What follows belongs to an exercise in optimizing a design on an open flow for small area, a short achievable clock period and few clock cycles per item; a production flow would make more cautious choices. Only simulation tests tie the RTL to the original design; equivalence was not proved.

==> job 7617 <==
==> flow/design.v (excerpt) <==
module rsa_key #(parameter WIDTH = 6) (
    input                    clk,
    input                    rst_n,
    input                    in_valid,
    output                   in_ready,
    input  [WIDTH-1:0]       IN_P,
    input  [WIDTH-1:0]       IN_Q,
    input  [WIDTH*2-1:0]     IN_E,
    output reg               out_valid,
    output reg [WIDTH*2-1:0] OUT_N,
    output reg [WIDTH*2-1:0] OUT_D
);
export LEC_CHECK = 0
export ABC_AREA = 1
export CAP_MARGIN = 20
export CORE_MARGIN = 2
export CORE_UTILIZATION = 60
export CTS_CLUSTER_DIAMETER = 100
export CTS_CLUSTER_SIZE = 45
export SLEW_MARGIN = 20
create_clock -name core_clock -period 210.0 [get_ports {clk}]
standard.sh (not shown) runs the stock make flow with config.mk's settings and CLKGATE_MAP_FILE= SYNTH_SCRIPT=/design/flow/synth_recipe.tcl, a recipe that flattens the netlist after the stock synthesis.
==> flow/flow/run.sh <==
#!/bin/bash
set -o pipefail
export BUFFER_PORTS_ARGS="-buffer_cell sky130_fd_sc_hd__buf_2"
export SYNTH_ARGS="-noabc"
plat=$(make -s -C "$FLOW_HOME" DESIGN_CONFIG="$PWD/config.mk" WORK_HOME="$PWD/orfs" print-DONT_USE_CELLS 2>print_dont_use.log | sed -n 's/^DONT_USE_CELLS: //p')
if [ -z "$plat" ]; then echo "could not read the platform's DONT_USE_CELLS" >&2; exit 1; fi
dont_use="$plat sky130_fd_sc_hd__ha_1 sky130_fd_sc_hd__ha_2 sky130_fd_sc_hd__ha_4"
echo "DONT_USE_CELLS=$dont_use" > dont_use.txt
bash standard.sh "DONT_USE_CELLS=$dont_use" finish > standard.log 2>&1
status=$?
tail -20 standard.log
exit $status
==> job 1183: changes against job 7617 <==
--- a/flow/design.v
+++ b/flow/design.v
@@ -247,53 +247,49 @@
 rsa_rrow #(.K(0), .W(11)) u_d0_k0 (.R(c29_A), .B(c31_Bw), .en((|c_B0 & ~|c_B0[11:11])), .RO(c32_A), .qo(c33_q));
 wire [10:0] c34_Q = {c3_q, c6_q, c9_q, c12_q, c15_q, c18_q, c21_q, c24_q, c27_q, c30_q, c33_q};
 wire c35_bnz = |c_B0;
 wire [11:0] c36_A = c_B0;
 wire [10:0] c37_B = c35_bnz ? c32_A[10:0] : 11'd0;
 wire [10:0] c38_X = 11'd1;
 wire [10:0] c39_TB = c34_Q;
 wire c40_par = c35_bnz ? ~1'b0 : 1'b0;
-wire [11:0] c41_Bw = c37_B;
-wire [11:0] c42_A;
-wire c43_q;
-rsa_rrowx #(.K(11), .W(12)) u_d1_k11 (.R(c36_A), .B(c41_Bw), .en((|c37_B & ~|c37_B[10:1])), .RO(c42_A), .qo(c43_q));
-wire [11:0] c44_Bw = c37_B;
-wire [11:0] c45_A;
-wire c46_q;
-rsa_rrowx #(.K(10), .W(12)) u_d1_k10 (.R(c42_A), .B(c44_Bw), .en((|c37_B & ~|c37_B[10:2])), .RO(c45_A), .qo(c46_q));
 reg v1;
 always @(posedge clk or negedge rst_n)
     if (~rst_n) v1 <= 1'b0; else v1 <= v0;
 reg [11:0] s1_A;
-always @(posedge clk) s1_A <= c45_A;
+always @(posedge clk) s1_A <= c36_A;
 reg [10:0] s1_B;
 always @(posedge clk) s1_B <= c37_B;
 reg [10:0] s1_X;
 always @(posedge clk) s1_X <= c38_X;
 reg [10:0] s1_TB;
 always @(posedge clk) s1_TB <= c39_TB;
 reg s1_par;
 always @(posedge clk) s1_par <= c40_par;
 reg s1_sp;
 always @(posedge clk) s1_sp <= c_sp0;
 reg [11:0] s1_Eu;
 always @(posedge clk) s1_Eu <= c_Eu;
 reg [11:0] s1_N;
 always @(posedge clk) s1_N <= c_N;
-reg s1_q11;
-always @(posedge clk) s1_q11 <= c43_q;
-reg s1_q10;
-always @(posedge clk) s1_q10 <= c46_q;
+wire [11:0] c41_Bw = s1_B;
+wire [11:0] c42_A;
+wire c43_q;
+rsa_rrowx #(.K(11), .W(12)) u_d1_k11 (.R(s1_A), .B(c41_Bw), .en((|s1_B & ~|s1_B[10:1])), .RO(c42_A), .qo(c43_q));
+wire [11:0] c44_Bw = s1_B;
+wire [11:0] c45_A;
+wire c46_q;
+rsa_rrowx #(.K(10), .W(12)) u_d1_k10 (.R(c42_A), .B(c44_Bw), .en((|s1_B & ~|s1_B[10:2])), .RO(c45_A), .qo(c46_q));
 wire [11:0] c47_Bw = s1_B;
 wire [11:0] c48_A;
 wire c49_q;
-rsa_rrowx #(.K(9), .W(12)) u_d1_k9 (.R(s1_A), .B(c47_Bw), .en((|s1_B & ~|s1_B[10:3])), .RO(c48_A), .qo(c49_q));
+rsa_rrowx #(.K(9), .W(12)) u_d1_k9 (.R(c45_A), .B(c47_Bw), .en((|s1_B & ~|s1_B[10:3])), .RO(c48_A), .qo(c49_q));
 wire [10:0] c50_X;
-rsa_tb4 #(.I(5), .TW(11)) u_t1_i5 (.X(s1_X), .TB(s1_TB), .q2(s1_q11), .q1(s1_q10), .q0(c49_q), .XO(c50_X));
+rsa_tb4 #(.I(5), .TW(11)) u_t1_i5 (.X(s1_X), .TB(s1_TB), .q2(c43_q), .q1(c46_q), .q0(c49_q), .XO(c50_X));
 wire [11:0] c51_Bw = s1_B;
 wire [11:0] c52_A;
 wire c53_q;
 rsa_rrowx #(.K(8), .W(12)) u_d1_k8 (.R(c48_A), .B(c51_Bw), .en((|s1_B & ~|s1_B[10:4])), .RO(c52_A), .qo(c53_q));
 wire [11:0] c54_Bw = s1_B;
 wire [11:0] c55_A;
 wire c56_q;
 rsa_rrowx #(.K(7), .W(12)) u_d1_k7 (.R(c52_A), .B(c54_Bw), .en((|s1_B & ~|s1_B[10:5])), .RO(c55_A), .qo(c56_q));
@@ -398,53 +394,51 @@
 wire [10:0] c127_X;
 rsa_tb4 #(.I(0), .TW(11)) u_t2_i0 (.X(c123_X), .TB(c87_TB), .q2(c122_q), .q1(c126_q), .q0(1'b0), .XO(c127_X));
 wire c128_bnz = |c85_B;
 wire [9:0] c129_A = c85_B;
 wire [9:0] c130_B = c128_bnz ? c125_A[9:0] : 10'd0;
 wire [10:0] c131_X = c87_TB;
 wire [10:0] c132_TB = c127_X;
 wire c133_par = c128_bnz ? ~c88_par : c88_par;
-wire [9:0] c134_Bw = c130_B;
-wire [9:0] c135_A;
-wire c136_q;
-rsa_rrowx #(.K(9), .W(10)) u_d3_k9 (.R(c129_A), .B(c134_Bw), .en((|c130_B & ~|c130_B[9:1])), .RO(c135_A), .qo(c136_q));
-wire [10:0] c137_X;
-rsa_tb4 #(.I(5), .TW(11)) u_t3_i5 (.X(c131_X), .TB(c132_TB), .q2(1'b0), .q1(1'b0), .q0(c136_q), .XO(c137_X));
 reg v2;
 always @(posedge clk or negedge rst_n)
     if (~rst_n) v2 <= 1'b0; else v2 <= v1;
 reg [9:0] s2_A;
-always @(posedge clk) s2_A <= c135_A;
+always @(posedge clk) s2_A <= c129_A;
 reg [9:0] s2_B;
 always @(posedge clk) s2_B <= c130_B;
 reg [10:0] s2_X;
-always @(posedge clk) s2_X <= c137_X;
+always @(posedge clk) s2_X <= c131_X;
 reg [10:0] s2_TB;
 always @(posedge clk) s2_TB <= c132_TB;
 reg s2_par;
 always @(posedge clk) s2_par <= c133_par;
 reg s2_sp;
 always @(posedge clk) s2_sp <= s1_sp;
 reg [11:0] s2_Eu;
 always @(posedge clk) s2_Eu <= s1_Eu;
 reg [11:0] s2_N;
 always @(posedge clk) s2_N <= s1_N;
-reg s2_q9;
-always @(posedge clk) s2_q9 <= c136_q;
+wire [9:0] c134_Bw = s2_B;
+wire [9:0] c135_A;
+wire c136_q;
+rsa_rrowx #(.K(9), .W(10)) u_d3_k9 (.R(s2_A), .B(c134_Bw), .en((|s2_B & ~|s2_B[9:1])), .RO(c135_A), .qo(c136_q));
+wire [10:0] c137_X;
+rsa_tb4 #(.I(5), .TW(11)) u_t3_i5 (.X(s2_X), .TB(s2_TB), .q2(1'b0), .q1(1'b0), .q0(c136_q), .XO(c137_X));
 wire [9:0] c138_Bw = s2_B;
 wire [9:0] c139_A;
 wire c140_q;
-rsa_rrowx #(.K(8), .W(10)) u_d3_k8 (.R(s2_A), .B(c138_Bw), .en((|s2_B & ~|s2_B[9:2])), .RO(c139_A), .qo(c140_q));
+rsa_rrowx #(.K(8), .W(10)) u_d3_k8 (.R(c135_A), .B(c138_Bw), .en((|s2_B & ~|s2_B[9:2])), .RO(c139_A), .qo(c140_q));
 wire [9:0] c141_Bw = s2_B;
 wire [9:0] c142_A;
 wire c143_q;
 rsa_rrowx #(.K(7), .W(10)) u_d3_k7 (.R(c139_A), .B(c141_Bw), .en((|s2_B & ~|s2_B[9:3])), .RO(c142_A), .qo(c143_q));
 wire [10:0] c144_X;
-rsa_tb4 #(.I(4), .TW(11)) u_t3_i4 (.X(s2_X), .TB(s2_TB), .q2(s2_q9), .q1(c140_q), .q0(c143_q), .XO(c144_X));
+rsa_tb4 #(.I(4), .TW(11)) u_t3_i4 (.X(c137_X), .TB(s2_TB), .q2(c136_q), .q1(c140_q), .q0(c143_q), .XO(c144_X));
 wire [9:0] c145_Bw = s2_B;
 wire [9:0] c146_A;
 wire c147_q;
 rsa_rrowx #(.K(6), .W(10)) u_d3_k6 (.R(c142_A), .B(c145_Bw), .en((|s2_B & ~|s2_B[9:4])), .RO(c146_A), .qo(c147_q));
 wire [9:0] c148_Bw = s2_B;
 wire [9:0] c149_A;
 wire c150_q;
 rsa_rrowx #(.K(5), .W(10)) u_d3_k5 (.R(c146_A), .B(c148_Bw), .en((|s2_B & ~|s2_B[9:5])), .RO(c149_A), .qo(c150_q));
CORE_UTILIZATION = 40   (was 60)
CTS_CLUSTER_DIAMETER = 80   (was 100)
CTS_CLUSTER_SIZE = 30   (was 45)
==> comparison <==
In critical path depth, job 1183 and job 7617 do not differ. Between job 1183 and job 7617, the lower clock-buffer cell count is in job 1183 (gap 1). Flip-flop and latch count: job 7617 is higher than job 1183 (2). In worst hold slack, job 7617 and job 1183 hardly differ. Against job 1183, the non-clock buffer count of job 7617 is higher by 1. In job 7617 the final cell count is lower than in job 1183, by about 6.5%.
==> figures <==
metric	job 7617	job 1183
Fraction of standard cell area that is sequential	12.7%	12.4%
Result of the run	no timing/DRC/antenna violations	no timing/DRC/antenna violations
Portion of the post-synthesis area used by sequential elements	13.0%	13.0%
Well tap count	607	931
Met2 WL	33.6 mm	35.0 mm
Core Region	0.0464 mm2	0.0687 mm2
Later-pin clock latency in the skew report	460 ps	470 ps
Initial cell density of the core	60.6%	40.5%
M1 WL	32.4 mm	35.0 mm
Share of layout cells above drive strength 1	9.76%	9.74%
Fraction of the mapped netlist area in compound gates	8.21%	8.26%
Fraction of area in non-clock buffers	1.32%	1.29%
Testbench counts of job 7617, summed over its fixed seeds: cycles 2,432, items 2,400.
Testbench counts of job 1183, summed over its fixed seeds: cycles 2,432, items 2,400.

## re-timing with driven ports
In the flow no input, the clock included, has a driving cell. The finished layouts below were timed again as built, in two steps. Step 1 (the two cells are an assumption about what drives the block):
set clk [get_ports {clk}]
set_driving_cell -lib_cell sky130_fd_sc_hd__clkbuf_16 $clk
set_driving_cell -lib_cell sky130_fd_sc_hd__buf_2 [delete_from_list [all_inputs] $clk]
Step 2 times the ports against the registers' clock, not the clock port: input delays grow and output delays shrink by t, the midpoint of the rising clock arrivals with the driver on. Slacks: no drivers / after step 1 / after step 2; pairs: no drivers / after step 1.
run | shift t [ns] | setup slack, ns | worst register clock-pin slew, ns | worst slew at a driven data input, ns | cell pins on the clock port's net
job 7617 | 0.508 | 167.058 / 167.004 / 167.512 | 0.08 / 0.08 | 0.03 | 1
job 1183 | 0.512 | 167.040 / 166.986 / 167.184 | 0.09 / 0.09 | 0.04 | 1
After both steps every run listed still meets setup and hold.
